Background: an optimization exercise with open tools, aiming at small area. Do not read the settings as production practice. Where RTL was checked, it was by simulation tests only, not by an equivalence proof against the original. Only the layout flow was run in run 9; the RTL was not checked for function there. Power is estimated from default activity; no workload was simulated. The clock port is modelled as an ideal driver; clocking choices that lean on that would not hold on a real chip.

File: flow/config.mk
export PLATFORM = sky130hd
export DESIGN_NAME = moving_average
export DESIGN_NICKNAME = moving_average
export VERILOG_FILES = /design/flow/design.v
export SDC_FILE = /design/flow/constraint.sdc
export NUM_CORES = 4
export LEC_CHECK = 0
export CAP_MARGIN = 20
export CORE_MARGIN = 2
export CORE_UTILIZATION = 50
export SLEW_MARGIN = 20
File: flow/constraint.sdc
create_clock -name core_clock -period 8.0 [get_ports {clk}]
set_input_delay 1.6000 -clock core_clock [delete_from_list [all_inputs] [get_ports {clk}]]
set_output_delay 1.6000 -clock core_clock [all_outputs]
set_load 0.01 [all_outputs]
File: flow/design.v
`timescale 1ns / 1ps
module moving_average # (
    parameter integer in_bits = 16,
    parameter integer out_bits = 16,
    parameter integer log2_samples = 8
    )(
    input wire [in_bits-1:0] in_data,
    input wire clk,
    input wire rst,  
    output wire [out_bits-1:0] out_data
    );
    localparam integer samples = 2**log2_samples;
    localparam integer reg_bits = in_bits+log2_samples;
    reg [reg_bits-1:0] in_data2;
    reg [reg_bits-1:0] buffer [samples-1:0];
    reg [reg_bits-1:0] out_data2;
    genvar i;
    generate
    for(i = 0; i < samples-1; i = i+1) begin : gen_buffer
        always @(posedge clk) begin
            if(rst) begin
                buffer[i][reg_bits-1:0] <= {(reg_bits){1'b0}};
            end
            else begin
                buffer[i][reg_bits-1:0] <= buffer[i+1][reg_bits-1:0];
            end
        end
    end
    endgenerate
    always @(posedge clk) begin
        if(rst) begin
            in_data2 <= {(reg_bits){1'b0}};
            buffer[samples-1][reg_bits-1:0] <= {(reg_bits){1'b0}};
            out_data2 <= {(reg_bits){1'b0}};
        end
        else begin
            in_data2 <= {{(log2_samples+1){in_data[in_bits-1]}}, in_data[in_bits-2:0]};
            buffer[samples-1][reg_bits-1:0] <= in_data2;
            out_data2 <= out_data2 + in_data2 - buffer[0][reg_bits-1:0];
        end
    end
    assign out_data = {out_data2[reg_bits-1],out_data2[reg_bits-3:reg_bits-out_bits-1]};
endmodule
File: flow/run.sh
#!/bin/bash
# synth_recipe.tcl (not shown) runs the flow's synth.tcl, then flattens the netlist and writes it again
# the make line also repeats each setting of config.mk as NAME=value (left out here)
make -C /OpenROAD-flow-scripts/flow DESIGN_CONFIG=/design/flow/config.mk WORK_HOME=/design/flow/orfs CLKGATE_MAP_FILE= SYNTH_SCRIPT=/design/flow/synth_recipe.tcl finish
==> flow_metrics.tcl, run 1 <==
set metrics [dict create \
    outcome "finished clean" \
    clkSinkCount 4136 \
    crit_chain "clkdlybuf4s50_1" \
    clkLatencyLatePin_ns 0.93 \
    wl_per_cell_um 11.3 \
    postCtsHoldBufs 0 \
    synth_top_area_cell "dfxtp_1" \
    worstSetupPathType "flop to primary output" \
    synth_flop_cell "dfxtp_1" \
    post_synth.cell_area_avg_um2 12.5 \
    crit_fanout 2 \
    ant_nets 0 \
    syn_nets 9107 \
    vias_per_cell 4.20 \
    multiInputGateArea_mm2 0.0276 \
    tightest_slew_ns 1.17 \
    htreeDepth 5 \
    cp-end-kind "primary output" \
    post-cts-setup-buffers 0 \
    hold_path.class "flop to flop" \
    place_inst 11624 \
    power_density_mw_per_mm2 317 \
    required_ns 6.40 \
    skew_ns 0.0479 \
    critPathTopFamily "buffers and inverters" \
    yosysSeqAreaShare_pct 73.5 \
    finalSetupViolCount 0 \
    critical_path.max_stage_delay_ns 0.86 \
    total_power_mw 40.8 \
    vias 51859 \
    ys_ff_latch 4136 \
    drc 0 \
    cts_tree "built" \
    timing.final.crit_period_ns 3.70 \
    areaGrowthSynthToFinish_pct 14.3 \
    start_kind "flop" \
    relSlewSlack_pct 22.1 \
    peakVddDrop_mv 0.236 \
    core_mm2 0.224 \
    grt_max_degree 240 \
    antenna_found_initial 2 \
    final.setup.tns_ns 0 \
    cts_buffer_depth 4 \
    hold_violations 0 \
    drt-initial-drc-count 2197 \
    regArea_mm2 0.0828 \
    path_buf_inv 1 \
    ios 34 \
    yosysUniqueCellTypes 56 \
    initial_core_util_pct 50.2 \
    dr.pass1.iters 4 \
    layout_worst_path_cycle_share_pct 46.3 \
    async_reset_ff_share_pct 0 \
    cts_inserted_buffers 400 \
    grt_use_total_pct 12.3 \
    hpwl_mm 65.3 \
    ys_top_cells_by_area "dfxtp_1 (74%), nor2b_1 (23%), clkbuf_1 (1.5%), fa_1 (0.41%), inv_1 (0.29%)" \
    grt_pass1_vias 50604 \
    gr-total-overflow 0 \
    fillers 18255 \
    fmax_mhz 270 \
    finalMaxSlewViolations 0 \
    grt_setup_unrepaired "false" \
    routabilityCongestion 0.726 \
    grt_pass1_wl_mm 245 \
    critPathSlowestCell "clkdlybuf4s50_1" \
    fp.dieW_um 479 \
    synth_edf_count 0 \
    crit_arrival_ns 2.10 \
    fp.dieH_um 479 \
    routed_wl_mm 140 \
    io_buffers 33 \
    synth_area_mm2 0.113 \
    leakagePower_nw 50.8 \
    ctsResizeCount 0 \
    maxCapViolations 0 \
    path_clk_slew_ns 0.06 \
    die_area_mm2 0.229 \
    drive_above_1_share_pct 7.51 \
    netlist.area_leader.share_pct 73.5 \
    nNetsFinal 9100 \
    clockRootBuffer "clkbuf_16" \
    fp-row-count 174 \
    ys_warn_count 2 \
    postSynthCellCount 9041 \
    layout.cells.non_filler 12335 \
]
[power by group]
group / internal, mW / total, mW / switching [mW]
Sequential: 20.7 / 20.7 / 0.0297
Combinational: 0.491 / 1.43 / 0.944
Clock: 11.3 / 18.7 / 7.38
[cell type report]
class	count	area share, %
multi-input cells	4338	21.5
clock buffers	566	9.09
diodes	3	0.00583
clock inverters	142	1.34
well taps	2992	2.91
repair buffers	71	0.621
flip-flops and latches	4136	64.3
inverters	87	0.254
[flip-flops by register name, summed over array words and instances, names as in the netlist]
signal     count
buffer      4096
out_data2     24
in_data2      16
[cells in the final DEF (no fill, tap or decap), types with 21 or more instances in the layout]
cell type | synthesis | layout
clkdlybuf4s50_1 | 0 | 32
clkinv_2 | 0 | 82
nor2_1 | 45 | 45
clkbuf_8 | 0 | 103
bufinv_16 | 0 | 36
fa_1 | 23 | 23
dfxtp_1 | 4136 | 4136
a21oi_1 | 21 | 21
nor2b_1 | 4109 | 4109
inv_1 | 87 | 87
ha_1 | 25 | 25
buf_4 | 17 | 24
clkbuf_1 | 458 | 61
clkbuf_16 | 0 | 402
[routing by layer]
metal	wire length (um)	part of all wire, %	vias to the layer above	GRT usage [%]
li1	-	-	27151	-
met1	76000	54	23844	18.6
met2	54200	39	486	16.9
met3	5080	3.6	378	2.73
met4	4430	3.2	0	4.73
met5	0	0	-	0
[synthesized netlist by cell type, types with 2 or more instances]
cell type / n
mux2_1: 3
or3_1: 5
a21o_1: 6
dfxtp_1: 4136
nand3_1: 4
buf_4: 17
o21ai_0: 13
buf_1: 3
nor3_1: 5
nor2b_1: 4109
a21oi_2: 2
mux2_2: 2
a211oi_1: 3
nand4_1: 5
a21oi_1: 21
a21boi_0: 3
inv_1: 87
ha_1: 25
nor2_1: 45
and2_1: 2
xor2_1: 6
o21a_1: 4
a31oi_1: 3
xnor2_1: 7
mux2i_1: 2
nand2_1: 9
o211ai_1: 2
clkbuf_1: 458
fa_1: 23
and4_1: 2
nand2b_1: 4
[worst paths after layout]
path,depth (start not counted),slack [ns],startpoint,to
worst max register to register,10,4.74,in_data2[2],out_data2[20]
worst max-delay path,1,4.30,out_data2[20],out_data[13]
worst min-delay path,1,0.41,buffer[3][0],buffer[2][0]
worst min register to register,1,0.41,buffer[3][0],buffer[2][0]
[stage by stage]
step | worst slack (ns) | hold slack (ns) | instance area, um^2 | utilization [%]
floorplan | 5.18 | 0.414 | 113000 | -
global placement | 4.22 | 0.416 | 115000 | 51.4
detailed placement | 4.15 | 0.420 | 115000 | 51.4
CTS | 4.06 | 0.407 | 129000 | 57.4
global route | 4.16 | 0.417 | 129000 | 57.4
finish | 4.30 | 0.406 | 129000 | 57.4
[cells by family after synthesis]
group,Yosys count,synth area share [%]
AO/OA/AOI/OAI,72,0.481
AND/OR/NAND/NOR,4198,23.2
buffers and inverters,567,1.95
flip-flops,4136,73.5
multiplexers,7,0.0678
adder cells (fa/ha/maj),48,0.686
XOR/XNOR,13,0.101
==> run 2: changes to the inputs <==
==> flow/design.v (replaced) <==
`timescale 1ns / 1ps
module moving_average # (
    parameter integer in_bits = 16,
    parameter integer out_bits = 16,
    parameter integer log2_samples = 8
    )(
    input wire [in_bits-1:0] in_data,
    input wire clk,
    input wire rst,  
    output wire [out_bits-1:0] out_data
    );
    localparam integer samples = 2**log2_samples;
    localparam integer reg_bits = in_bits+log2_samples;
    localparam integer depth = samples+1;    
    reg [depth*in_bits-1:0] line;
    reg [log2_samples:0] fill;               
    reg [reg_bits-1:0] sum;
    wire [in_bits-1:0] newest = line[in_bits-1:0];
    wire [in_bits-1:0] oldest = line[depth*in_bits-1:(depth-1)*in_bits];
    wire add_new = |fill;
    wire sub_old = (fill == depth);
    wire [reg_bits-1:0] add_val = add_new ? {{log2_samples{newest[in_bits-1]}}, newest} : {reg_bits{1'b0}};
    wire [reg_bits-1:0] sub_val = sub_old ? {{log2_samples{oldest[in_bits-1]}}, oldest} : {reg_bits{1'b0}};
    always @(posedge clk) begin
        line <= {line[(depth-1)*in_bits-1:0], in_data};
    end
    always @(posedge clk) begin
        if (rst) begin
            fill <= {(log2_samples+1){1'b0}};
            sum <= {reg_bits{1'b0}};
        end
        else begin
            if (!sub_old)
                fill <= fill + 1'b1;
            sum <= sum + add_val - sub_val;
        end
    end
    assign out_data = {sum[reg_bits-1], sum[reg_bits-3:reg_bits-out_bits-1]};
endmodule
--- a/flow/config.mk
+++ b/flow/config.mk
@@ -8,4 +8,6 @@
 export CAP_MARGIN = 20
 export CORE_MARGIN = 2
 export CORE_UTILIZATION = 50
+export CTS_CLUSTER_DIAMETER = 100
+export CTS_CLUSTER_SIZE = 32
 export SLEW_MARGIN = 20
==> run 2 against run 1 <==
Net effect:
- first-iteration DRC count down 42%
- die area down 24%
- clock power down 52%
- critical path depth up 13
- fmax down 21%
- wire length down 38%
- register-to-register slack worse by 1.4 ns
- combinational power down about 10%
- critical path type is now flop to flop
- largest cell class unchanged
- largest power group unchanged
==> flow_metrics.tcl, run 2 <==
set metrics [dict create \
    drc 0 \
    grt_pass1_vias 26752 \
    crit_chain "inv_1 -> ha_1 -> nor4b_1 -> nand2_1 -> nand2_1 -> fa_1 -> inv_1 -> fa_1 -> a21o_1 -> and4_1 -> o21ai_1 -> a32oi_1 -> a41oi_1 -> mux2_1" \
    power_density_mw_per_mm2 337 \
    clkLatencyLatePin_ns 0.82 \
    hpwl_mm 43.7 \
    crit_fanout 15 \
    largest-register "line" \
    leakagePower_nw 37.1 \
    drive_above_1_share_pct 3.82 \
    relSlewSlack_pct 51.5 \
    finalSetupViolCount 0 \
    dr.pass1.iters 4 \
    synth_edf_count 0 \
    netlist.area_leader.share_pct 96.8 \
    yosysSeqAreaShare_pct 96.8 \
    finalMaxSlewViolations 0 \
    post_synth.cell_area_avg_um2 18.9 \
    ys_top_cells_by_area "dfxtp_1 (97%), fa_1 (0.54%), ha_1 (0.39%), inv_1 (0.34%), nand2_1 (0.14%)" \
    hold_violations 0 \
    vias_per_cell 3.94 \
    htreeDepth 4 \
    top_regs "line (4112), sum (24), fill (9)" \
    critical_path.max_stage_delay_ns 0.61 \
    io_buffers 33 \
    cp-end-kind "flop" \
    postSynthCellCount 4547 \
    synth_top_area_cell "dfxtp_1" \
    start_kind "flop" \
    peakVddDrop_mv 0.245 \
    tightest_slew_ns 0.726 \
    crit_arrival_ns 5.38 \
    outcome "finished clean" \
    fp.dieH_um 418 \
    drt-initial-drc-count 1282 \
    areaGrowthSynthToFinish_pct 8.10 \
    grt_use_total_pct 10.2 \
    antenna_found_initial 7 \
    place_inst 6769 \
    ys_warn_count 1 \
    ant_nets 0 \
    die_area_mm2 0.175 \
    final.setup.tns_ns 0 \
    cts_tree "built" \
    maxCapViolations 0 \
    clkSinkCount 4145 \
    grt_max_degree 41 \
    skew_ns 0.0330 \
    path_buf_inv 2 \
    critPathSlowestCell "nand2_1" \
    nNetsFinal 4769 \
    async_reset_ff_share_pct 0 \
    synth_flop_cell "dfxtp_1" \
    timing.final.crit_period_ns 4.69 \
    cts_inserted_buffers 148 \
    path_clk_slew_ns 0.11 \
    post-cts-setup-buffers 0 \
    critPathTopFamily "simple AND/OR/NAND/NOR gates" \
    wl_per_cell_um 12.4 \
    layout_worst_path_cycle_share_pct 58.6 \
    core_mm2 0.170 \
    grt_pass1_wl_mm 143 \
    postCtsHoldBufs 0 \
    fmax_mhz 213 \
    layout_commonest_cell "dfxtp_1" \
    clockRootBuffer "clkbuf_16" \
    vias 27330 \
    hold_path.class "flop to flop" \
    multiInputGateArea_mm2 0.00231 \
    regArea_mm2 0.0830 \
    gr-total-overflow 0 \
    largest_reg_flops 4112 \
    syn_nets 4615 \
    routed_wl_mm 85.9 \
    ys_ff_latch 4145 \
    fillers 13155 \
    layout_common_cells "dfxtp_1 (4,145), clkbuf_16 (153), inv_1 (77)" \
    routabilityCongestion 0.676 \
    synth_top_cells_by_count "dfxtp_1 (4,145), inv_1 (77), nand2_1 (33), nor2_1 (33), ha_1 (27)" \
    synth_most_common_cell "dfxtp_1" \
    initial_core_util_pct 50.5 \
    layout.cells.non_filler 6936 \
    yosysUniqueCellTypes 56 \
    worstSetupPathType "flop to flop" \
    required_ns 8.69 \
    ctsResizeCount 0 \
    grt_setup_unrepaired "false" \
    ios 34 \
    cts_buffer_depth 3 \
    synth_area_mm2 0.0858 \
    fp-row-count 151 \
    fp.dieW_um 418 \
]
[run 2: power breakdown]
group          internal [mW]  total, mW  leakage [nW]  switching (mW)
Combinational          0.510       1.28          1.43           0.767
Clock                   3.51       9.02          1.97            5.51
Sequential              20.9       21.0          33.7          0.0981
[run 2: path summary, 6_finish.rpt]
path              cells past startpoint          to  slack (ns)  startpoint
hold / removal                        0  line[3441]        0.31  line[3425]
setup reg to reg                     14     sum[20]        3.31     fill[0]
setup / recovery                     14     sum[20]        3.31     fill[0]
hold reg to reg                       0  line[3441]        0.31  line[3425]
[run 2: cells by family after synthesis]
kind of cell	count (synthesis)	synth area share [%]
xor gates and xnor gates	15	0.171
DFF	4145	96.8
adders and majority gates	50	0.931
buffers and inverters	107	0.541
AOI/OAI and AO/OA	77	0.649
muxes	6	0.0759
and+or+nand+nor	147	0.867
[run 2: routing by layer]
| layer | global-route usage [%] | up-vias | share of wire, % |
|---|---|---|---|
| li1 | - | 14147 | - |
| met1 | 16.2 | 12816 | 57 |
| met2 | 12.9 | 209 | 36 |
| met3 | 2.71 | 158 | 4.1 |
| met4 | 3.89 | 0 | 2.7 |
| met5 | 0 | - | 0 |
[run 2: area by class of cell]
class,instances,share of cell area [%]
sequential,4145,89.5
clock buffer,153,4.13
tap,2218,2.99
multi-input combinational,295,2.49
timing repair buffer,34,0.364
inverter,77,0.312
clock inverter,12,0.188
antenna,2,0.00540
[run 2: through the flow]
stage | power, mW | worst slack (ns) | hold WS [ns] | util, % | cell area (um^2)
6_report | 31.3 | 3.31 | 0.307 | 54.6 | 92700
5_1_grt | 32.6 | 2.81 | 0.315 | 54.6 | 92700
4_1_cts | 31.8 | 3.17 | 0.305 | 54.6 | 92700
3_5_place_dp | 22.8 | 3.22 | 0.312 | 52.2 | 88700
3_3_place_gp | 22.8 | 3.21 | 0.310 | 52.2 | 88700
2_1_floorplan | 22.4 | 4.11 | 0.310 | - | 85800
==> run 3: changes to the inputs <==
--- a/flow/config.mk
+++ b/flow/config.mk
@@ -8,6 +8,4 @@
 export CAP_MARGIN = 20
 export CORE_MARGIN = 2
 export CORE_UTILIZATION = 50
-export CTS_CLUSTER_DIAMETER = 100
-export CTS_CLUSTER_SIZE = 32
 export SLEW_MARGIN = 20
==> run 3 against run 2 <==
Net effect:
- still clean on timing, DRC and antenna
- non-clock buffer count did not move
- count of clock-buffer cells in the layout rose by 383
- combinational power barely moved
- via count rose by 6.7%
- first-iteration DRC count fell by 20%
- critical endpoint is now sum[22]
- highest routed layer unchanged
==> flow_metrics.tcl, run 3 <==
set metrics [dict create \
    synth_top_cells_by_count "dfxtp_1 (4,145), inv_1 (77), nand2_1 (33), nor2_1 (33), ha_1 (27)" \
    async_reset_ff_share_pct 0 \
    postSynthCellCount 4547 \
    synth_top_area_cell "dfxtp_1" \
    outcome "finished clean" \
    synth_flop_cell "dfxtp_1" \
    p_clk_share_pct 44.3 \
    hpwl_mm 43.7 \
    seqPwrFrac_pct 52.5 \
    start_kind "flop" \
    grt_pass1_vias 29688 \
    clkLatencyLatePin_ns 0.94 \
    final.setup.tns_ns 0 \
    post_synth.cell_area_avg_um2 18.9 \
    crit_fanout 15 \
    htreeDepth 5 \
    worstSetupPathType "flop to flop" \
    r2r-end "sum[22]" \
    fp.dieW_um 418 \
    vias_per_cell 3.92 \
    crit_path_start "fill[0]" \
    total_power_mw 40.0 \
    ys_top_cells_by_area "dfxtp_1 (97%), fa_1 (0.54%), ha_1 (0.39%), inv_1 (0.34%), nand2_1 (0.14%)" \
    areaGrowthSynthToFinish_pct 18.2 \
    ctsResizeCount 0 \
    routed_wl_mm 92.1 \
    hold_path.class "flop to flop" \
    core_mm2 0.170 \
    worstHoldStart "line[2447]" \
    sw_frac_of_total_pct 19.8 \
    postCtsHoldBufs 0 \
    syn_nets 4615 \
    cts_inserted_buffers 377 \
    pwr-share-comb_pct 3.2 \
    drive_above_1_share_pct 11.7 \
    yosysUniqueCellTypes 56 \
    drc 0 \
    fmax_mhz 212 \
    ys_ff_latch 4145 \
    tightest_slew_ns 0.738 \
    holdPathEnd "line[2463]" \
    r2r-start "fill[0]" \
    power.switching_mw 7.91 \
    relSlewSlack_pct 50.7 \
    yosysSeqAreaShare_pct 96.8 \
    layout_worst_path_cycle_share_pct 58.9 \
    ant_nets 0 \
    place_ws_ns 3.22 \
    power_density_mw_per_mm2 395 \
    hold_depth 0 \
    routabilityCongestion 0.676 \
    dr.pass1.iters 4 \
    grt_max_degree 41 \
    maxCapViolations 0 \
    grt_use_total_pct 10.9 \
    skew_ns 0.0618 \
    gr-total-overflow 0 \
    synth_most_common_cell "dfxtp_1" \
    cts_buffer_depth 4 \
    hold_violations 0 \
    synth_edf_count 0 \
    wl_per_cell_um 12.4 \
    ys_warn_count 1 \
    die_area_mm2 0.175 \
    whs_ns 0.292 \
    nNetsFinal 4998 \
    peakVddDrop_mv 0.222 \
    p_int_mw 32.1 \
    ios 34 \
    post-cts-setup-buffers 0 \
    clkSinkCount 4145 \
    reg2reg_slack_ns 3.28 \
    grt_setup_unrepaired "false" \
    largest_reg_flops 4112 \
    fin_ws_ns 3.28 \
    layout_commonest_cell "dfxtp_1" \
    drt-initial-drc-count 1027 \
    vias 29171 \
    largest-register "line" \
    netlist.area_leader.share_pct 96.8 \
    fp.dieH_um 418 \
    initial_core_util_pct 50.5 \
    layout_common_cells "dfxtp_1 (4,145), clkbuf_16 (381), clkbuf_8 (88)" \
    finalSetupViolCount 0 \
    cp-end-kind "flop" \
    fp-row-count 151 \
    timing.final.crit_period_ns 4.72 \
    crit_arrival_ns 5.50 \
    top_regs "line (4112), sum (24), fill (9)" \
    reg2reg_depth 14 \
    grt_pass1_wl_mm 154 \
    synth_area_mm2 0.0858 \
    clockRootBuffer "clkbuf_16" \
    cts_tree "built" \
    finalMaxSlewViolations 0 \
    required_ns 8.78 \
    io_buffers 33 \
    path_clk_slew_ns 0.06 \
    leakagePower_nw 41.4 \
    antenna_found_initial 6 \
]
run 3: cell count changes in the layout (fill, tap and decap cells not counted), sizes merged:
cell / previous run / this run
clkinvlp: 1 / 9
clkbuf: 153 / 536
clkinv: 2 / 75
inv: 86 / 85
bufinv: 0 / 35
run 3: critical path, cell delays in order, from the launching register on:
cell and delay (ns):
dfxtp_1 0.35, inv_1 0.10, ha_1 0.15, nor4b_1 0.53, nand2_1 0.62, nand2_1 0.27, fa_1 0.43, inv_1 0.06
ha_1 0.30, a21o_1 0.25, o21bai_1 0.22, a221oi_2 0.41, o21ai_1 0.12, a211oi_1 0.35, mux2_2 0.37
run 3: per-stage QoR:
step	cells	util (%)	area, um^2
3_5_place_dp	6769	52.2	88700
2_1_floorplan	4547	-	85800
3_3_place_gp	6769	52.2	88700
5_1_grt	7432	59.7	101000
4_1_cts	7432	59.7	101000
6_report	7434	59.7	101000
run 3: final cells by class:
class | instances | area, um^2
Antenna cell | 2 | 5.00
Clock buffer | 536 | 11000
Clock inverter | 127 | 1630
Fill cell | 12456 | 68500
Inverter | 77 | 289
Multi-Input combinational cell | 295 | 2310
Sequential cell | 4145 | 83000
Tap cell | 2218 | 2780
Timing Repair Buffer | 34 | 338
run 3: worst max path at each step:
stage	endpoint	slack (ns)	depth (start not counted)
after global routing	sum[20]	2.80	14
after global placement	sum[20]	3.21	14
after CTS	sum[20]	3.14	14
after detailed placement	sum[20]	3.22	14
final	sum[22]	3.28	14
after floorplan	sum[22]	4.11	14
run 3: cells by family (layout without fill, tap and decap cells):
| family | after synthesis | count (layout) | share of synthesized area, % |
|---|---|---|---|
| AND/OR/NAND/NOR | 147 | 147 | 0.867 |
| adder cells (fa/ha/maj) | 50 | 50 | 0.931 |
| AO/OA/AOI/OAI | 77 | 77 | 0.649 |
| buffers and inverters | 107 | 774 | 0.541 |
| flip-flops | 4145 | 4145 | 96.8 |
| XOR/XNOR | 15 | 15 | 0.171 |
| other | 0 | 2 | 0 |
| multiplexers | 6 | 6 | 0.0759 |
run 3: per-layer routing:
metal | vias to the layer above | routed length (um) | global-route usage (%)
li1 | 14900 | - | -
met2 | 432 | 33700 | 13.7
met4 | 0 | 3510 | 5.70
met1 | 13539 | 50300 | 16.6
met3 | 300 | 4610 | 3.51
met5 | - | 0 | 0
run 3: power by group through the flow:
stage               Combinational [mW]  Sequential [mW]  Clock [mW]
floorplan                        0.945             21.4           0
global placement                  1.32             21.5           0
detailed placement                1.31             21.5           0
CTS                               1.32             21.0        18.3
global route                      1.46             21.0        19.1
finish                            1.27             21.0        17.7
==> run 4: changes to the inputs <==
--- a/flow/config.mk
+++ b/flow/config.mk
@@ -7,5 +7,7 @@
 export LEC_CHECK = 0
 export CAP_MARGIN = 20
 export CORE_MARGIN = 2
-export CORE_UTILIZATION = 50
+export CORE_UTILIZATION = 70
+export CTS_CLUSTER_DIAMETER = 80
+export CTS_CLUSTER_SIZE = 26
 export SLEW_MARGIN = 20
==> run 4 against run 3 <==
Net effect:
- clock skew down 0.043 ns
- non-clock buffer count is the same
- register-to-register slack better by 0.21 ns
- largest cell class unchanged
- via count down 6.2%
- critical path type unchanged
- cell count decreased by 14%
- still clean
- fmax rose by 4.5%
- utilization rose by 16 points
- flip-flop and latch count did not move
- die area decreased by 28%
==> flow_metrics.tcl, run 4 <==
set metrics [dict create \
    skew_ns 0.0186 \
    start_kind "flop" \
    crit_arrival_ns 5.18 \
    fp-row-count 128 \
    path_clk_slew_ns 0.09 \
    synth-xor-area-share_pct 0.171 \
    seqPwrFrac_pct 65.9 \
    ys_ff_latch 4145 \
    hold_depth 0 \
    grt_setup_unrepaired "false" \
    whs_ns 0.318 \
    initial_core_util_pct 70.5 \
    io_buffers 33 \
    r2r-end "sum[20]" \
    post_synth.cell_area_avg_um2 18.9 \
    grt_pass1_vias 27246 \
    yosys.area_share.adder_pct 0.931 \
    antenna_found_initial 5 \
    diodes 0 \
    cts_tree "built" \
    areaGrowthSynthToFinish_pct 8.00 \
    finalMaxSlewViolations 0 \
    cp-end-kind "flop" \
    synth_top_family_by_area "adder cells" \
    final.setup.tns_ns 0 \
    ctsResizeCount 0 \
    drc 0 \
    critPathSlowestCell "nand2_1" \
    die_area_mm2 0.125 \
    htreeDepth 4 \
    grt_max_degree 41 \
    layout_common_cells "dfxtp_1 (4,145), clkbuf_16 (184), inv_1 (77)" \
    grt_pass1_wl_mm 141 \
    fin_ws_ns 3.49 \
    maxCapViolations 0 \
    critical_path.max_stage_delay_ns 0.57 \
    synth_top_cells_by_count "dfxtp_1 (4,145), inv_1 (77), nand2_1 (33), nor2_1 (33), ha_1 (27)" \
    gr-total-overflow 0 \
    holdPathEnd "line[71]" \
    grt_use_total_pct 13.9 \
    synth_most_common_cell "dfxtp_1" \
    worstHoldStart "line[55]" \
    routabilityCongestion 0.746 \
    reg2reg_depth 14 \
    layout_worst_path_cycle_share_pct 56.4 \
    synth_edf_count 0 \
    yosysUniqueCellTypes 56 \
    postCtsHoldBufs 0 \
    vias 27368 \
    peakVddDrop_mv 0.260 \
    required_ns 8.67 \
    synth_flop_cell "dfxtp_1" \
    place_ws_ns 3.52 \
    r2r-start "fill[0]" \
    fp.dieH_um 354 \
    drive_above_1_share_pct 4.32 \
    clkLatencyLatePin_ns 0.79 \
    vias_per_cell 4.30 \
    postSynthCellCount 4547 \
    core_mm2 0.122 \
    power_density_mw_per_mm2 344 \
    layout_commonest_cell "dfxtp_1" \
    hpwl_mm 39.8 \
    hold_violations 0 \
    ys_warn_count 1 \
    total_power_mw 31.8 \
    fp.dieW_um 354 \
    synth_compound_area_share_pct 0.649 \
    fmax_mhz 222 \
    crit_fanout 15 \
    ios 34 \
    top_regs "line (4112), sum (24), fill (9)" \
    pwr-share-comb_pct 3.7 \
    wl_per_cell_um 13.2 \
    drt-initial-drc-count 1598 \
    hold_path.class "flop to flop" \
    clkSinkCount 4145 \
    cts_inserted_buffers 177 \
    timing.final.crit_period_ns 4.51 \
    syn_nets 4615 \
    relSlewSlack_pct 55.1 \
    largest-register "line" \
    post-route-util_pct 76.1 \
    outcome "finished clean" \
    leakagePower_nw 37.4 \
    yosysSeqAreaShare_pct 96.8 \
    sw_frac_of_total_pct 19.8 \
    synth_top_area_cell "dfxtp_1" \
    p_clk_share_pct 30.3 \
    path_buf_inv 2 \
    reg2reg_slack_ns 3.49 \
    async_reset_ff_share_pct 0 \
    tightest_slew_ns 0.664 \
    synthMuxAreaShare_pct 0.0759 \
    ys_top_cells_by_area "dfxtp_1 (97%), fa_1 (0.54%), ha_1 (0.39%), inv_1 (0.34%), nand2_1 (0.14%)" \
    post-cts-setup-buffers 0 \
    netlist.area_leader.share_pct 96.8 \
    worstSetupPathType "flop to flop" \
    cts_buffer_depth 3 \
    clockRootBuffer "clkbuf_16" \
    synth_area_mm2 0.0858 \
    power.switching_mw 6.30 \
    largest_reg_flops 4112 \
    finalSetupViolCount 0 \
    ant_nets 0 \
    crit_chain "inv_1 -> ha_1 -> nor4b_1 -> nand2_1 -> nand2_1 -> fa_1 -> inv_1 -> fa_1 -> a21o_1 -> and4_1 -> o21ai_1 -> a32oi_1 -> a41oi_1 -> mux2_1" \
    p_int_mw 25.5 \
    nNetsFinal 4798 \
    routed_wl_mm 84.1 \
    critPathTopFamily "simple AND/OR/NAND/NOR gates" \
    synth-simple-area-share_pct 0.867 \
    dr.pass1.iters 4 \
]
## run 4: logic make-up (layout without fill, tap and decap cells)
| group | Yosys count | after routing |
|---|---|---|
| AOI/OAI and AO/OA | 77 | 77 |
| xor gates and xnor gates | 15 | 15 |
| adders and majority gates | 50 | 50 |
| buffers and inverters | 107 | 301 |
| DFF | 4145 | 4145 |
| muxes | 6 | 6 |
| and+or+nand+nor | 147 | 147 |
## run 4: how the worst max path moves through the flow
| stage | to | from | slack, ns | cells past startpoint |
|---|---|---|---|---|
| floorplan | sum[22] | fill[2] | 4.11 | 14 |
| global placement | sum[20] | fill[0] | 3.55 | 14 |
| detailed placement | sum[20] | fill[0] | 3.52 | 14 |
| CTS | sum[20] | fill[0] | 3.49 | 14 |
| global route | sum[20] | fill[0] | 3.19 | 14 |
| finish | sum[20] | fill[0] | 3.49 | 14 |
## run 4: layout make-up
type	instances	area, um^2
clock buffers	184	4600
fillers	6895	29100
flip-flops and latches	4145	83000
repair buffers	34	338
multi-input cells	295	2310
inverters	77	289
well taps	1625	2030
clock inverters	6	63.8
## run 4: per-stage QoR
stage                     instances  cell area (um^2)
final                          6366             92600
after global routing           6366             92600
after CTS                      6366             92600
after detailed placement       6176             87900
after global placement         6176             87900
after floorplan                4547             85800
## run 4: per-layer routing
layer  track usage [%]  share of wire, %  routed length [um]
met3              3.05               4.0                3330
met5                 0                 0                   0
met1              23.4                58               48800
met4              5.24               2.6                2190
met2              17.3                35               29700
## run 4: power by group through the flow
stage / clock [mW] / sequential (mW) / combinational [mW]
global route: 10.7 / 21.0 / 1.33
detailed placement: 0 / 21.5 / 1.17
finish: 9.65 / 21.0 / 1.18
floorplan: 0 / 21.4 / 0.945
global placement: 0 / 21.5 / 1.14
CTS: 9.97 / 21.0 / 1.18
==> run 5: changes to the inputs <==
--- a/flow/config.mk
+++ b/flow/config.mk
@@ -8,6 +8,6 @@
 export CAP_MARGIN = 20
 export CORE_MARGIN = 2
 export CORE_UTILIZATION = 70
-export CTS_CLUSTER_DIAMETER = 80
-export CTS_CLUSTER_SIZE = 26
+export CTS_CLUSTER_DIAMETER = 60
+export CTS_CLUSTER_SIZE = 34
 export SLEW_MARGIN = 20
==> run 5 against run 4 <==
Net effect:
- still clean on timing, DRC and antenna
- hold slack better by 0.0030 ns
- utilization is 0.052 points lower
- synthesized cell count unchanged
- total power shrank 0.24%
- fmax increased by 0.82%
- combinational power about the same
- wire length rose by 0.11%
- largest cell class unchanged
- largest power group unchanged
==> flow_metrics.tcl, run 5 <==
set metrics [dict create \
    routabilityCongestion 0.746 \
    regArea_mm2 0.0830 \
    dr.pass1.iters 4 \
    layout_worst_path_cycle_share_pct 55.9 \
    netlist.area_leader.share_pct 96.8 \
    relSlewSlack_pct 55.5 \
    io_buffers 33 \
    fillers 6911 \
    crit_arrival_ns 5.14 \
    power_density_mw_per_mm2 343 \
    grt_pass1_wl_mm 139 \
    grt_setup_unrepaired "false" \
    final_area_mm2 0.0926 \
    yosysSeqAreaShare_pct 96.8 \
    fp.dieW_um 354 \
    vias_per_cell 4.26 \
    gr-total-overflow 0 \
    synth_edf_count 0 \
    largest-register "line" \
    ys_top_cells_by_area "dfxtp_1 (97%), fa_1 (0.54%), ha_1 (0.39%), inv_1 (0.34%), nand2_1 (0.14%)" \
    yosysUniqueCellTypes 56 \
    skew_ns 0.0380 \
    synth_most_common_cell "dfxtp_1" \
    postCtsHoldBufs 0 \
    ant_nets 0 \
    drc 0 \
    required_ns 8.67 \
    final.setup.tns_ns 0 \
    layout_commonest_cell "dfxtp_1" \
    cts_inserted_buffers 148 \
    hpwl_mm 39.8 \
    placed_area_mm2 0.0879 \
    vias 27186 \
    clkSinkCount 4145 \
    grt_pass1_vias 26652 \
    hold_path.class "flop to flop" \
    drt-initial-drc-count 1475 \
    dr_wl_met2_mm 29.4 \
    multiInputGateArea_mm2 0.00231 \
    async_reset_ff_share_pct 0 \
    maxCapViolations 0 \
    cts_tree "built" \
    synth_area_mm2 0.0858 \
    drive_above_1_share_pct 4.49 \
    ys_ff_latch 4145 \
    ys_warn_count 1 \
    highest_layer "met4" \
    antenna_found_initial 4 \
    htreeDepth 4 \
    routed_wl_mm 84.2 \
    die_area_mm2 0.125 \
    initial_core_util_pct 70.5 \
    fp.dieH_um 354 \
    wl_met1_mm 49.6 \
    cts_buffer_depth 3 \
    timing.final.crit_period_ns 4.47 \
    nNetsFinal 4769 \
    synth_flop_cell "dfxtp_1" \
    fmax_mhz 224 \
    synth_top_cells_by_count "dfxtp_1 (4,145), inv_1 (77), nand2_1 (33), nor2_1 (33), ha_1 (27)" \
    finalMaxSlewViolations 0 \
    peakVddDrop_mv 0.369 \
    postSynthCellCount 4547 \
    core_mm2 0.122 \
    worstSetupPathType "flop to flop" \
    start_kind "flop" \
    post-cts-setup-buffers 0 \
    path_clk_slew_ns 0.11 \
    wl_per_cell_um 13.2 \
    fp-row-count 128 \
    largest_reg_flops 4112 \
    met3WireLength_mm 3.16 \
    ctsResizeCount 0 \
    post_synth.cell_area_avg_um2 18.9 \
    outcome "finished clean" \
    crit_fanout 15 \
    clkLatencyLatePin_ns 0.78 \
    areaGrowthSynthToFinish_pct 7.93 \
    ios 34 \
    leakagePower_nw 37.4 \
    clockRootBuffer "clkbuf_16" \
    top_regs "line (4112), sum (24), fill (9)" \
    layout_common_cells "dfxtp_1 (4,145), clkbuf_16 (159), inv_1 (77)" \
    grt_max_degree 41 \
    hold_violations 0 \
    cp-end-kind "flop" \
    synth_top_area_cell "dfxtp_1" \
    finalSetupViolCount 0 \
    tightest_slew_ns 0.658 \
    grt_use_total_pct 13.7 \
    syn_nets 4615 \
]
-- run 5: cell counts after synthesis --
Identical to the previous run, type by type.
-- run 5: area by class of cell --
| class | instances | area share, % |
|---|---|---|
| repair buffers | 34 | 0.365 |
| well taps | 1625 | 2.20 |
| inverters | 77 | 0.312 |
| flip-flops and latches | 4145 | 89.7 |
| multi-input cells | 295 | 2.50 |
| diodes | 1 | 0.00270 |
| clock inverters | 33 | 0.525 |
| clock buffers | 177 | 4.45 |
-- run 5: final timing paths --
kind	cells past startpoint	slack [ns]	endpoint	start
worst max-delay path	14	3.53	sum[20]	fill[0]
worst min-delay path	0	0.32	line[4031]	line[4015]
worst max register to register	14	3.53	sum[20]	fill[0]
worst min register to register	0	0.32	line[4031]	line[4015]
-- run 5: cells by family after synthesis --
kind of cell / count (synthesis) / synth area share (%)
adders and majority gates: 50 / 0.931
DFF: 4145 / 96.8
and+or+nand+nor: 147 / 0.867
muxes: 6 / 0.0759
xor gates and xnor gates: 15 / 0.171
buffers and inverters: 107 / 0.541
AOI/OAI and AO/OA: 77 / 0.649
-- run 5: per-stage QoR --
step                util (%)  hold slack, ns  power [mW]  worst slack [ns]  std cells
floorplan                  -           0.310        22.4              4.11       4547
global placement        72.3           0.310        22.6              3.55       6176
detailed placement      72.3           0.312        22.6              3.52       6176
CTS                     76.0           0.321        32.0              3.50       6386
global route            76.0           0.327        32.9              3.11       6386
finish                  76.0           0.321        31.7              3.53       6387
-- run 5: power breakdown --
group	switching, mW	total, mW	internal [mW]	leakage, nW
clock network	5.62	9.55	3.93	2.24
logic	0.682	1.19	0.508	1.43
registers	0.0987	21.0	20.9	33.7
total	6.40	31.7	25.3	37.4
-- run 5: critical path: stages, from the launching register on --
cell,delay [ns]
dfxtp_1,0.37
inv_1,0.10
ha_1,0.14
nor4b_1,0.55
nand2_1,0.58
nand2_1,0.24
fa_1,0.42
inv_1,0.07
ha_1,0.27
a21o_1,0.21
and4_1,0.24
o21ai_1,0.23
a32oi_1,0.27
a41oi_1,0.35
mux2_1,0.34
-- run 5: layer usage --
layer / track usage (%) / vias up
met5: 0 / -
met4: 4.67 / 0
met3: 3.03 / 159
met2: 17.0 / 272
met1: 23.3 / 12538
li1: - / 14217
==> run 6: changes to the inputs <==
--- a/flow/config.mk
+++ b/flow/config.mk
@@ -7,7 +7,7 @@
 export LEC_CHECK = 0
 export CAP_MARGIN = 20
 export CORE_MARGIN = 2
-export CORE_UTILIZATION = 70
-export CTS_CLUSTER_DIAMETER = 60
-export CTS_CLUSTER_SIZE = 34
+export CORE_UTILIZATION = 75
+export CTS_CLUSTER_DIAMETER = 50
+export CTS_CLUSTER_SIZE = 38
 export SLEW_MARGIN = 20
==> run 6 against run 5 <==
Net effect:
- the run now fails in clock tree synthesis
- synthesized cell count is the same
- synthesized area is the same
==> flow_metrics.tcl, run 6 <==
set metrics [dict create \
    post-cts-setup-buffers 0 \
    synth_area_mm2 0.0858 \
    io_buffers 33 \
    synth_top_area_cell "dfxtp_1" \
    ios 34 \
    ys_ff_latch 4145 \
    postSynthCellCount 4547 \
    netlist.area_leader.share_pct 96.8 \
    ys_top_cells_by_area "dfxtp_1 (97%), fa_1 (0.54%), ha_1 (0.39%), inv_1 (0.34%), nand2_1 (0.14%)" \
    clockRootBuffer "clkbuf_16" \
    synth_top_cells_by_count "dfxtp_1 (4,145), inv_1 (77), nand2_1 (33), nor2_1 (33), ha_1 (27)" \
    async_reset_ff_share_pct 0 \
    ctsResizeCount 0 \
    syn_nets 4615 \
    initial_core_util_pct 75.3 \
    ys_warn_count 1 \
    synth_flop_cell "dfxtp_1" \
    outcome "stopped before the end" \
    routabilityCongestion 0.748 \
    yosysUniqueCellTypes 56 \
    hpwl_mm 45.3 \
    synth_edf_count 0 \
    yosysSeqAreaShare_pct 96.8 \
    lastStage "clock tree synthesis" \
    htreeDepth 4 \
    cts_inserted_buffers 163 \
    error "[ERROR DPL-0033] detailed placement checks failed during check placement." \
    fp-row-count 124 \
    postCtsHoldBufs 0 \
    fp.dieW_um 342 \
    post_synth.cell_area_avg_um2 18.9 \
    cts_buffer_depth 3 \
    synth_most_common_cell "dfxtp_1" \
    place_inst 6063 \
    clkSinkCount 4145 \
    fp.dieH_um 342 \
]
## run 6: cell counts after synthesis
No cell type changed its count.
## run 6: worst max-delay path by stage
stage / start / to / cells after the start
3_3_place_gp: fill[0] / sum[20] / 14
2_1_floorplan: fill[2] / sum[22] / 14
3_5_place_dp: fill[0] / sum[20] / 14
## run 6: cells by family after synthesis
family | after synthesis | share of synthesized area (%)
AND/OR/NAND/NOR | 147 | 0.867
flip-flops | 4145 | 96.8
buffers and inverters | 107 | 0.541
AO/OA/AOI/OAI | 77 | 0.649
multiplexers | 6 | 0.0759
XOR/XNOR | 15 | 0.171
adder cells (fa/ha/maj) | 50 | 0.931
## run 6: power groups by stage
stage                     combinational, mW  clock, mW  sequential (mW)
after detailed placement               1.18          0             21.5
after global placement                 1.14          0             21.5
after floorplan                       0.945          0             21.4
## run 6: per-stage QoR
step	cell area, um^2	setup slack [ns]	util, %
3_5_place_dp	87800	3.55	77.1
3_3_place_gp	87800	3.62	77.1
2_1_floorplan	85800	4.11	-
==> run 7: changes to the inputs <==
==> flow/design.v (replaced) <==
`timescale 1ns / 1ps
module moving_average # (
    parameter integer in_bits = 16,
    parameter integer out_bits = 16,
    parameter integer log2_samples = 8
    )(
    input wire [in_bits-1:0] in_data,
    input wire clk,
    input wire rst,  
    output wire [out_bits-1:0] out_data
    );
    localparam integer samples = 2**log2_samples;
    localparam integer reg_bits = in_bits+log2_samples;
    localparam integer depth = samples+1;    
    reg [depth*in_bits-1:0] line;
    reg [log2_samples:0] fill;
    reg [reg_bits-1:0] sum;
    wire [in_bits-1:0] newest = line[in_bits-1:0];
    wire [in_bits-1:0] oldest = line[depth*in_bits-1:(depth-1)*in_bits];
    wire sub_old = fill[log2_samples];
    wire [in_bits:0] da = {newest[in_bits-1], newest};
    wire [in_bits:0] db = ~({(in_bits+1){sub_old}} & {oldest[in_bits-1], oldest});
    wire [in_bits+1:0] dc;
    wire [in_bits:0] diff;
    assign dc[0] = 1'b1;
    genvar i;
    generate
    for (i = 0; i <= in_bits; i = i+1) begin : gen_diff
        assign diff[i] = da[i] ^ db[i] ^ dc[i];
        assign dc[i+1] = (da[i] & db[i]) | (dc[i] & (da[i] ^ db[i]));
    end
    endgenerate
    wire [reg_bits-1:0] sb = {{(reg_bits-in_bits-1){diff[in_bits]}}, diff};
    wire [reg_bits:0] sc;
    wire [reg_bits-1:0] next;
    assign sc[0] = 1'b0;
    generate
    for (i = 0; i < reg_bits; i = i+1) begin : gen_sum
        assign next[i] = sum[i] ^ sb[i] ^ sc[i];
        assign sc[i+1] = (sum[i] & sb[i]) | (sc[i] & (sum[i] ^ sb[i]));
    end
    endgenerate
    always @(posedge clk) begin
        line[depth*in_bits-1:in_bits] <= line[(depth-1)*in_bits-1:0];
        line[in_bits-1:0] <= rst ? {in_bits{1'b0}} : in_data;
    end
    always @(posedge clk) begin
        if (rst) begin
            fill <= {(log2_samples+1){1'b0}};
            sum <= {reg_bits{1'b0}};
        end
        else begin
            fill[log2_samples-1:0] <= fill[log2_samples-1:0] + 1'b1;
            if (&fill[log2_samples-1:0])
                fill[log2_samples] <= 1'b1;
            sum <= next;
        end
    end
    assign out_data = {sum[reg_bits-1], sum[reg_bits-3:reg_bits-out_bits-1]};
endmodule
--- a/flow/config.mk
+++ b/flow/config.mk
@@ -7,7 +7,7 @@
 export LEC_CHECK = 0
 export CAP_MARGIN = 20
 export CORE_MARGIN = 2
-export CORE_UTILIZATION = 75
+export CORE_UTILIZATION = 65
 export CTS_CLUSTER_DIAMETER = 50
-export CTS_CLUSTER_SIZE = 38
+export CTS_CLUSTER_SIZE = 30
 export SLEW_MARGIN = 20
==> run 7 against run 6 <==
Net effect:
- the layout now fails its checks (negative setup slack)
- synthesized area is 1.5% lower
- synthesized cell count is 4.6% lower
==> flow_metrics.tcl, run 7 <==
set metrics [dict create \
    layout_worst_path_cycle_share_pct 116 \
    post-cts-setup-buffers 0 \
    skew_ns 0.0244 \
    crit_arrival_ns 9.97 \
    async_reset_ff_share_pct 0 \
    initial_core_util_pct 65.3 \
    yosysUniqueCellTypes 22 \
    final.setup.tns_ns -3.88 \
    die_area_mm2 0.133 \
    hold_path.class "flop to flop" \
    synth_edf_count 0 \
    required_ns 8.66 \
    finalSetupViolCount 5 \
    synth_area_mm2 0.0845 \
    reg2reg_slack_ns -1.32 \
    post-route-util_pct 72.5 \
    routed_wl_mm 77.8 \
    largest-register "line" \
    largest_reg_flops 4112 \
    yosysSeqAreaShare_pct 98.2 \
    critical_path.max_stage_delay_ns 0.54 \
    place_ws_ns -1.36 \
    grt_setup_unrepaired "true" \
    io_buffers 33 \
    ctsResizeCount 0 \
    cts_buffer_depth 3 \
    fp-row-count 132 \
    clkSinkCount 4145 \
    hold_violations 0 \
    netlist.area_leader.share_pct 98.2 \
    areaGrowthSynthToFinish_pct 10.9 \
    worstSetupPathType "flop to flop" \
    place_inst 6092 \
    leakagePower_nw 37.5 \
    start_kind "flop" \
    cts_tree "built" \
    cts_inserted_buffers 191 \
    dr.pass1.iters 4 \
    syn_nets 4394 \
    nNetsFinal 4601 \
    ys_ff_latch 4145 \
    vias_per_cell 4.06 \
    post_synth.cell_area_avg_um2 19.5 \
    outcome "complete, but fails checks" \
    total_power_mw 32.7 \
    synth_most_common_cell "dfxtp_1" \
    power_density_mw_per_mm2 349 \
    fin_ws_ns -1.32 \
    layout_common_cells "dfxtp_1 (4,144), clkbuf_16 (201), inv_8 (38)" \
    tightest_slew_ns 0.691 \
    maxCapViolations 0 \
    fp.dieH_um 365 \
    layout_commonest_cell "dfxtp_1" \
    timing.final.crit_period_ns 9.32 \
    ant_nets 0 \
    vias 26083 \
    cp-end-kind "flop" \
    path_clk_slew_ns 0.10 \
    routabilityCongestion 0.674 \
    relSlewSlack_pct 53.9 \
    peakVddDrop_mv 0.282 \
    gr-total-overflow 0 \
    top_regs "line (4112), sum (24), fill (9)" \
    finalMaxSlewViolations 0 \
    wl_per_cell_um 12.1 \
    synth_flop_cell "dfxtp_1" \
    fp.dieW_um 365 \
    grt_max_degree 52 \
    drc 0 \
    grt_use_total_pct 12.1 \
    ys_warn_count 1 \
    clkLatencyLatePin_ns 0.80 \
    crit_fanout 2 \
    grt_pass1_wl_mm 130 \
    clockRootBuffer "clkbuf_16" \
    layout.cells.non_filler 6431 \
    core_mm2 0.129 \
    ys_top_cells_by_area "dfxtp_1 (98%), fa_1 (0.88%), inv_1 (0.19%), buf_4 (0.14%), nor2_1 (0.13%)" \
    htreeDepth 4 \
    cpMostUsedCell "fa_2" \
    so_faults "negative setup slack" \
    postSynthCellCount 4336 \
    synth_top_area_cell "dfxtp_1" \
    antenna_found_initial 8 \
    grt_pass1_vias 25463 \
    hpwl_mm 34.6 \
    fmax_mhz 107 \
    critPathSlowestCell "fa_2" \
    synth_top_cells_by_count "dfxtp_1 (4,145), inv_1 (42), fa_1 (37)" \
    drt-initial-drc-count 1245 \
    drive_above_1_share_pct 8.45 \
    ios 34 \
]
## run 7: cell types whose count changed after synthesis, moves of 12 or more
cell     previous run  this run
ha_1               27         3
fa_1               23        37
nand3_1            14         2
nor3_1             16         0
a21oi_1            21         3
and2_1             16         2
inv_1              77        42
nor2b_1             6        18
nand2_1            33        16
## run 7: timing repair
item,in CTS,in global routing
endpoints found under the setup margin,5,6
pin swaps,0,2
hold buffers,0,0
## run 7: critical path, delay by kind of cell, from the launching register on
kind	cells	cell delay (ns)
adder cells (fa/ha/maj)	24	8.31
flip-flops	1	0.33
XOR/XNOR	2	0.29
AND/OR/NAND/NOR	2	0.20
buffers and inverters	2	0.07
## run 7: path summary, 6_finish.rpt
| path | start | end | depth (start not counted) |
|---|---|---|---|
| setup / recovery | fill[8] | sum[23] | 30 |
| hold / removal | line[273] | line[289] | 0 |
| setup reg to reg | fill[8] | sum[23] | 30 |
| hold reg to reg | line[273] | line[289] | 0 |
## run 7: logic make-up (layout without fill, tap and decap cells)
group | after synthesis | count (layout) | synth area share, %
AOI/OAI and AO/OA | 7 | 7 | 0.0548
xor gates and xnor gates | 5 | 5 | 0.0518
adders and majority gates | 40 | 40 | 0.921
buffers and inverters | 66 | 417 | 0.372
DFF | 4145 | 4145 | 98.2
other | 0 | 2 | 0
and+or+nand+nor | 73 | 73 | 0.404
## run 7: cell type report
| cell class | count | area [um^2] |
|---|---|---|
| repair buffers | 38 | 363 |
| diodes | 2 | 5.00 |
| clock inverters | 129 | 1610 |
| flip-flops and latches | 4145 | 83000 |
| inverters | 42 | 158 |
| fillers | 8023 | 35600 |
| well taps | 1742 | 2180 |
| clock buffers | 208 | 5110 |
| multi-input cells | 125 | 1320 |
## run 7: per-layer routing
metal / share of wire (%) / vias to the layer above / global-route usage (%)
met5: 0.044 / - / 0
met4: 3.1 / 6 / 5.00
met3: 4.8 / 201 / 3.63
met2: 31 / 266 / 13.6
met1: 61 / 11969 / 20.7
li1: - / 13641 / -
## run 7: where the power goes
part / internal [mW] / leakage (nW) / switching [mW]
Sequential: 20.9 / 33.6 / 0.0611
Clock: 5.23 / 3.26 / 6.41
Combinational: 0.0676 / 0.610 / 0.0748
Total: 26.2 / 37.5 / 6.54
## run 7: metrics by stage
| stage | hold WS (ns) | instance area (um^2) |
|---|---|---|
| after global placement | 0.310 | 87000 |
| after floorplan | 0.310 | 84600 |
| after CTS | 0.315 | 93700 |
| final | 0.314 | 93700 |
| after global routing | 0.320 | 93700 |
| after detailed placement | 0.312 | 87000 |
==> run 8: changes to the inputs <==
--- a/flow/config.mk
+++ b/flow/config.mk
@@ -7,7 +7,7 @@
 export LEC_CHECK = 0
 export CAP_MARGIN = 20
 export CORE_MARGIN = 2
-export CORE_UTILIZATION = 65
-export CTS_CLUSTER_DIAMETER = 50
-export CTS_CLUSTER_SIZE = 30
+export CORE_UTILIZATION = 50
+export CTS_CLUSTER_DIAMETER = 100
+export CTS_CLUSTER_SIZE = 32
 export SLEW_MARGIN = 20
==> run 8 against run 7 <==
Net effect:
- the layout still fails its checks (negative setup slack)
- sequential power is essentially flat
- fmax shrank 2.5%
- first-iteration DRC count grew 2.5%
- total power shrank 8.5%
- die area grew 30%
- clock power shrank 24%
- wire length shrank 3.0%
- global-route usage shrank 3.1 points
- synthesized cell count is the same
- clock skew shrank 0.012 ns
- sequential share of layout area grew 2.2 points
- non-clock buffer count is the same
- largest cell class unchanged
==> flow_metrics.tcl, run 8 <==
set metrics [dict create \
    outcome "complete, but fails checks" \
    so_faults "negative setup slack" \
    hpwl_mm 34.3 \
    fp.dieH_um 415 \
    cpMostUsedCell "fa_2" \
    crit_arrival_ns 10.23 \
    hold_violations 0 \
    hold_path.class "flop to flop" \
    vias_per_cell 3.85 \
    post_synth.cell_area_avg_um2 19.5 \
    areaGrowthSynthToFinish_pct 8.20 \
    drc 0 \
    synth_edf_count 0 \
    post-route-util_pct 54.6 \
    layout_common_cells "dfxtp_1 (4,144), clkbuf_16 (148), fa_2 (36)" \
    core_mm2 0.168 \
    timing.final.crit_period_ns 9.56 \
    clkSinkCount 4145 \
    wl_per_cell_um 11.2 \
    critical_path.max_stage_delay_ns 0.54 \
    htreeDepth 4 \
    fp-row-count 150 \
    vias 25833 \
    gr-usage-met2_pct 10.4 \
    drt-initial-drc-count 1276 \
    dr.pass1.iters 4 \
    layout_worst_path_cycle_share_pct 119 \
    pwr-share-comb_pct 0.5 \
    cts_buffer_depth 3 \
    gr-total-overflow 0 \
    hold_depth 0 \
    fillers 12957 \
    ios 34 \
    busiest_layer "met1" \
    grtUsageMet3_pct 2.40 \
    clkLatencyLatePin_ns 0.78 \
    worst-path-stages 30 \
    cts_inserted_buffers 147 \
    routed_wl_mm 75.5 \
    grt_setup_unrepaired "true" \
    holdPathEnd "line[301]" \
    synth_flop_cell "dfxtp_1" \
    postSynthCellCount 4336 \
    synth_area_mm2 0.0845 \
    ant_nets 0 \
    async_reset_ff_share_pct 0 \
    use_met1_pct 15.2 \
    grt_max_degree 52 \
    worstHoldStart "line[285]" \
    worstSetupPathType "flop to flop" \
    layout.cells.non_filler 6718 \
    yosysUniqueCellTypes 22 \
    die_area_mm2 0.172 \
    largest_reg_flops 4112 \
    initial_core_util_pct 50.4 \
    reg2reg_slack_ns -1.56 \
    io_buffers 33 \
    relSlewSlack_pct 58.1 \
    total_power_mw 29.9 \
    post-cts-setup-buffers 0 \
    r2r-end "sum[23]" \
    layout_commonest_cell "dfxtp_1" \
    reg2reg_depth 30 \
    p_clk_share_pct 29.6 \
    netlist.area_leader.share_pct 98.2 \
    tightest_slew_ns 0.628 \
    power_density_mw_per_mm2 327 \
    syn_nets 4394 \
    cp-end-kind "flop" \
    yosysSeqAreaShare_pct 98.2 \
    start_kind "flop" \
    crit_fanout 2 \
    leakagePower_nw 36.1 \
    r2r-start "fill[8]" \
    fp.dieW_um 415 \
    synth_top_cells_by_count "dfxtp_1 (4,145), inv_1 (42), fa_1 (37)" \
    finalSetupViolCount 6 \
    grt_pass1_wl_mm 129 \
    cts_tree "built" \
    power.switching_mw 5.58 \
    ys_top_cells_by_area "dfxtp_1 (98%), fa_1 (0.88%), inv_1 (0.19%), buf_4 (0.14%), nor2_1 (0.13%)" \
    critPathTopFamily "adder cells" \
    fmax_mhz 105 \
    seqPwrFrac_pct 70.0 \
    routabilityCongestion 0.659 \
    top_regs "line (4112), sum (24), fill (9)" \
    critPathSlowestCell "fa_2" \
    antenna_found_initial 2 \
    nNetsFinal 4557 \
    path_clk_slew_ns 0.11 \
    clockRootBuffer "clkbuf_16" \
    largest-register "line" \
    ys_warn_count 1 \
    place_inst 6554 \
    final.setup.tns_ns -5.14 \
    grt_use_total_pct 9.00 \
    ys_ff_latch 4145 \
    p_int_mw 24.3 \
    maxCapViolations 0 \
    path_buf_inv 2 \
    sw_frac_of_total_pct 18.6 \
    drive_above_1_share_pct 4.98 \
    grt_pass1_vias 25030 \
    synth_top_area_cell "dfxtp_1" \
    fin_ws_ns -1.56 \
    skew_ns 0.0129 \
    required_ns 8.67 \
    finalMaxSlewViolations 0 \
    synth_most_common_cell "dfxtp_1" \
    peakVddDrop_mv 0.218 \
    diodes 0 \
]
[run 8: cell counts after synthesis]
Identical to the previous run, type by type.
[run 8: worst max-delay path by stage]
stage / start / to
2_1_floorplan: fill[8] / sum[23]
3_3_place_gp: fill[8] / sum[23]
3_5_place_dp: fill[8] / sum[23]
4_1_cts: fill[8] / sum[23]
5_1_grt: fill[8] / sum[23]
6_report: fill[8] / sum[23]
[run 8: cell families (layout without fill, tap and decap cells)]
| kind of cell | after synthesis | in the layout | synth area share [%] |
|---|---|---|---|
| xor gates and xnor gates | 5 | 5 | 0.0518 |
| adders and majority gates | 40 | 40 | 0.921 |
| DFF | 4145 | 4145 | 98.2 |
| AOI/OAI and AO/OA | 7 | 7 | 0.0548 |
| and+or+nand+nor | 73 | 73 | 0.404 |
| buffers and inverters | 66 | 244 | 0.372 |
[run 8: final cells by class]
cell class                 count  area (um^2)  share of cell area, %
sequential                  4145        83000                   90.8
clock inverter                15          146                  0.160
inverter                      42          158                  0.172
multi-input combinational    125         1320                   1.45
tap                         2204         2760                   3.02
timing repair buffer          38          363                  0.397
clock buffer                 149         3710                   4.05
[run 8: layer usage]
metal | share of wire [%] | vias up
li1 | - | 13380
met1 | 61 | 12088
met2 | 32 | 212
met3 | 4.0 | 153
met4 | 2.8 | 0
met5 | 0 | -
[run 8: timing repair]
action                                  CTS  global route
gates resized for setup                   1             0
hold buffers                              0             0
endpoints found under the setup margin    6             6
[run 8: power by group through the flow]
stage                     Combinational, mW  Clock, mW  Sequential, mW
after CTS                             0.146       9.26            20.9
after global placement                0.141          0            21.4
final                                 0.141       8.84            20.9
after detailed placement              0.145          0            21.4
after floorplan                      0.0963          0            21.4
after global routing                  0.160       9.98            21.0
[run 8: through the flow]
step / hold WS [ns] / cell area, um^2 / worst slack [ns]
floorplan: 0.310 / 84600 / -1.17
detailed placement: 0.312 / 87600 / -1.64
finish: 0.322 / 91400 / -1.56
CTS: 0.323 / 91400 / -1.61
global route: 0.323 / 91400 / -1.82
global placement: 0.310 / 87600 / -1.60
[run 8: worst register-to-register path: cells and delay by family, from the launching register on]
kind	cells	cell delay (ns)
flops	1	0.34
buf+inv	2	0.07
xor+xnor	2	0.31
simple gates	2	0.19
fa+ha+maj	24	8.54
==> run 9: changes to the inputs <==
--- a/flow/design.v
+++ b/flow/design.v
@@ -30,16 +30,22 @@
         assign dc[i+1] = (da[i] & db[i]) | (dc[i] & (da[i] ^ db[i]));
     end
     endgenerate
-    wire [reg_bits-1:0] sb = {{(reg_bits-in_bits-1){diff[in_bits]}}, diff};
-    wire [reg_bits:0] sc;
+    wire [in_bits+1:0] sc;
     wire [reg_bits-1:0] next;
     assign sc[0] = 1'b0;
     generate
-    for (i = 0; i < reg_bits; i = i+1) begin : gen_sum
-        assign next[i] = sum[i] ^ sb[i] ^ sc[i];
-        assign sc[i+1] = (sum[i] & sb[i]) | (sc[i] & (sum[i] ^ sb[i]));
+    for (i = 0; i <= in_bits; i = i+1) begin : gen_sum
+        assign next[i] = sum[i] ^ diff[i] ^ sc[i];
+        assign sc[i+1] = (sum[i] & diff[i]) | (sc[i] & (sum[i] ^ diff[i]));
     end
     endgenerate
+    localparam integer hi_bits = reg_bits-in_bits-1;
+    wire [hi_bits-1:0] sum_hi = sum[reg_bits-1:in_bits+1];
+    wire [hi_bits-1:0] hi_inc = sum_hi + 1'b1;
+    wire [hi_bits-1:0] hi_dec = sum_hi - 1'b1;
+    wire up = sc[in_bits+1] & ~diff[in_bits];
+    wire down = ~sc[in_bits+1] & diff[in_bits];
+    assign next[reg_bits-1:in_bits+1] = up ? hi_inc : down ? hi_dec : sum_hi;
     always @(posedge clk) begin
         line[depth*in_bits-1:in_bits] <= line[(depth-1)*in_bits-1:0];
         line[in_bits-1:0] <= rst ? {in_bits{1'b0}} : in_data;
==> run 9 against run 8 <==
Net effect:
- the layout still fails its checks (negative setup slack)
- first-iteration DRC count up 3.5%
- wire length up 5.2%
- die area up 0.24%
- largest power group unchanged
- hold slack worse by 0.0090 ns
- design area up 0.44%
- synthesized area up 0.25%
- clock power up 0.9%
- critical path depth down 1
==> flow_metrics.tcl, run 9 <==
set metrics [dict create \
    post_synth.cell_area_avg_um2 19.4 \
    final.setup.tns_ns -1.08 \
    power.switching_mw 5.66 \
    start_kind "flop" \
    postSynthCellCount 4368 \
    crit_fanout 7 \
    worstSetupPathType "flop to flop" \
    layout_commonest_cell "dfxtp_1" \
    outcome "complete, but fails checks" \
    critPathSlowestCell "fa_2" \
    drive_above_1_share_pct 4.95 \
    vias_per_cell 3.86 \
    cpMostUsedCell "fa_2" \
    path_clk_slew_ns 0.11 \
    synth_area_mm2 0.0847 \
    cts_inserted_buffers 147 \
    required_ns 8.69 \
    grt_use_total_pct 9.41 \
    grt_setup_unrepaired "true" \
    ys_warn_count 1 \
    hold_path.class "flop to flop" \
    grt_pass1_vias 25570 \
    timing.final.crit_period_ns 8.26 \
    ys_top_cells_by_area "dfxtp_1 (98%), fa_1 (0.76%), inv_1 (0.17%), nor2_1 (0.16%), buf_4 (0.15%)" \
    sw_frac_of_total_pct 18.8 \
    seqPwrFrac_pct 69.6 \
    clkLatencyLatePin_ns 0.80 \
    htreeDepth 4 \
    largest-register "line" \
    grt_pass1_wl_mm 133 \
    clkSinkCount 4145 \
    fin_ws_ns -0.260 \
    ant_nets 0 \
    async_reset_ff_share_pct 0 \
    synth-simple-area-share_pct 0.484 \
    maxCapViolations 0 \
    synth_most_common_cell "dfxtp_1" \
    vias 26161 \
    relSlewSlack_pct 72.9 \
    synth_top_family_by_area "adder cells" \
    fp-row-count 151 \
    skew_ns 0.0243 \
    initial_core_util_pct 50.2 \
    p_int_mw 24.4 \
    ys_ff_latch 4145 \
    crit_arrival_ns 8.95 \
    ios 34 \
    synth_compound_area_share_pct 0.174 \
    pwr-share-comb_pct 0.8 \
    critical_path.max_stage_delay_ns 0.53 \
    leakagePower_nw 36.3 \
    io_buffers 33 \
    layout_common_cells "dfxtp_1 (4,144), clkbuf_16 (151), nor2_1 (35)" \
    fp.dieW_um 416 \
    clockRootBuffer "clkbuf_16" \
    nNetsFinal 4595 \
    yosysUniqueCellTypes 33 \
    wl_per_cell_um 11.7 \
    yosys.area_share.adder_pct 0.904 \
    yosysSeqAreaShare_pct 98.0 \
    drt-initial-drc-count 1321 \
    finalMaxSlewViolations 0 \
    cp-end-kind "flop" \
    cts_buffer_depth 3 \
    fillers 13113 \
    synth_flop_cell "dfxtp_1" \
    routed_wl_mm 79.4 \
    die_area_mm2 0.173 \
    fmax_mhz 121 \
    routabilityCongestion 0.674 \
    netlist.area_leader.share_pct 98.0 \
    cts_tree "built" \
    grt_max_degree 54 \
    synth_top_area_cell "dfxtp_1" \
    drc 0 \
    antenna_found_initial 12 \
    p_clk_share_pct 29.6 \
    hold_violations 0 \
    syn_nets 4428 \
    final_area_mm2 0.0918 \
    peakVddDrop_mv 0.217 \
    core_mm2 0.169 \
    top_regs "line (4112), sum (24), fill (9)" \
    finalSetupViolCount 5 \
    gr-total-overflow 0 \
    dr.pass1.iters 4 \
    fp.dieH_um 416 \
    synth_top_cells_by_count "dfxtp_1 (4,145), inv_1 (39), nor2_1 (36)" \
    so_faults "negative setup slack" \
    synthMuxAreaShare_pct 0.0118 \
    synth-xor-area-share_pct 0.0931 \
    synth_edf_count 0 \
    largest_reg_flops 4112 \
    areaGrowthSynthToFinish_pct 8.41 \
    hpwl_mm 38.1 \
    tightest_slew_ns 0.405 \
    layout_worst_path_cycle_share_pct 103 \
    power_density_mw_per_mm2 328 \
    placed_area_mm2 0.0878 \
]
-- run 9: changes by cell type after synthesis, moves of 3 or more --
cell	previous run	this run
a31oi_1	0	3
fa_1	37	32
ha_1	3	10
inv_1	42	39
nand2_1	16	21
nor2_1	30	36
nor3_1	0	3
xor2_1	1	5
-- run 9: timing repair --
item                                    CTS  global route
endpoints found under the setup margin    6             6
cloned                                    0             0
gates resized for setup                  19             3
pin swaps                                13             4
buffers inserted                          1             2
hold buffers                              0             0
-- run 9: path summary, 6_finish.rpt --
check	startpoint	endpoint	slack, ns	cells past startpoint
hold / removal	line[240]	line[256]	0.31	0
setup reg to reg	fill[8]	sum[23]	-0.26	29
hold reg to reg	line[240]	line[256]	0.31	0
setup / recovery	fill[8]	sum[23]	-0.26	29
-- run 9: stage by stage --
step	total power [mW]	util (%)	instances	setup WS (ns)	hold slack, ns
3_5_place_dp	21.6	52.0	6600	-0.435	0.312
5_1_grt	31.3	54.4	6769	-0.521	0.328
2_1_floorplan	21.5	-	4368	-0.0178	0.310
4_1_cts	30.5	54.3	6765	-0.342	0.316
6_report	30.1	54.4	6770	-0.260	0.313
3_3_place_gp	21.6	52.0	6600	-0.337	0.310
-- run 9: power groups by stage --
stage               Combinational [mW]  Clock [mW]  Sequential (mW)
floorplan                        0.156           0             21.4
global route                     0.270        10.0             21.0
global placement                 0.222           0             21.4
finish                           0.243        8.92             20.9
detailed placement               0.227           0             21.4
CTS                              0.241        9.32             20.9
-- run 9: critical path, delay by kind of cell (launching register included) --
family / cells / cell delay [ns]
AND/OR/NAND/NOR: 2 / 0.24
buffers and inverters: 4 / 0.21
adder cells (fa/ha/maj): 20 / 6.76
flip-flops: 1 / 0.36
AO/OA/AOI/OAI: 3 / 0.57
-- run 9: kinds of logic after synthesis --
| group | count (synthesis) |
|---|---|
| buf+inv | 65 |
| simple gates | 87 |
| mux | 1 |
| fa+ha+maj | 42 |
| compound gates | 19 |
| xor+xnor | 9 |
| flops | 4145 |
-- run 9: final cells by class --
cell class	instances	area (um^2)	area share [%]
well taps	2218	2780	3.02
flip-flops and latches	4145	83000	90.4
clock inverters	13	155	0.169
repair buffers	44	432	0.470
inverters	39	154	0.168
clock buffers	151	3780	4.11
diodes	2	5.00	0.00545
multi-input cells	158	1550	1.69
-- run 9: layer usage --
| layer | share of wire [%] | GRT usage (%) | vias to the layer above | routed length [um] |
|---|---|---|---|---|
| li1 | - | - | 13515 | - |
| met1 | 58 | 15.2 | 12224 | 45900 |
| met2 | 35 | 11.6 | 226 | 27600 |
| met3 | 4.3 | 2.59 | 184 | 3380 |
| met4 | 3.0 | 3.95 | 12 | 2370 |
| met5 | 0.089 | 0 | - | 71 |

==> afterwards: timing with drivers on the ports <==
In the flow no input, the clock included, has a driving cell. The finished layouts below were timed again as built, in two steps. Step 1: set_driving_cell puts a clkbuf_16 on clk and a buf_2 on each other input, an assumption about the parent block. Step 2 moves the port delays by t, midway between the first and last clock arrival at a register: inputs arrive t later, outputs are due t later. That takes back most of the time a late clock gives input paths. Slacks: no drivers / after step 1 / after step 2; pairs: no drivers / after step 1.
run	t (ns)	slack for setup (ns)	worst hold slack (ns)	worst setup path at the end	slew at the worst register clock pin (ns)
run 1	0.984	4.298 / 4.217 / 4.082	0.406 / 0.406 / 0.406	input to register	0.07 / 0.07
run 2	0.878	3.308 / 3.308 / 3.308	0.307 / 0.307 / 0.307	register to register	0.11 / 0.11
run 3	0.987	3.284 / 3.284 / 3.284	0.292 / 0.292 / 0.292	register to register	0.07 / 0.07
run 4	0.855	3.490 / 3.490 / 3.490	0.318 / 0.318 / 0.318	register to register	0.10 / 0.10
run 5	0.837	3.526 / 3.526 / 3.526	0.321 / 0.321 / 0.321	register to register	0.12 / 0.12
run 7	0.864	-1.316 / -1.316 / -1.316	0.314 / 0.314 / 0.314	register to register	0.10 / 0.10
run 8	0.851	-1.559 / -1.559 / -1.559	0.322 / 0.322 / 0.322	register to register	0.11 / 0.11
run 9	0.857	-0.260 / -0.260 / -0.260	0.313 / 0.313 / 0.313	register to register	0.11 / 0.11
For run 1, which loses most, drivers alone change the setup slack by -0.081 ns; drivers and shift together by -0.216 ns.
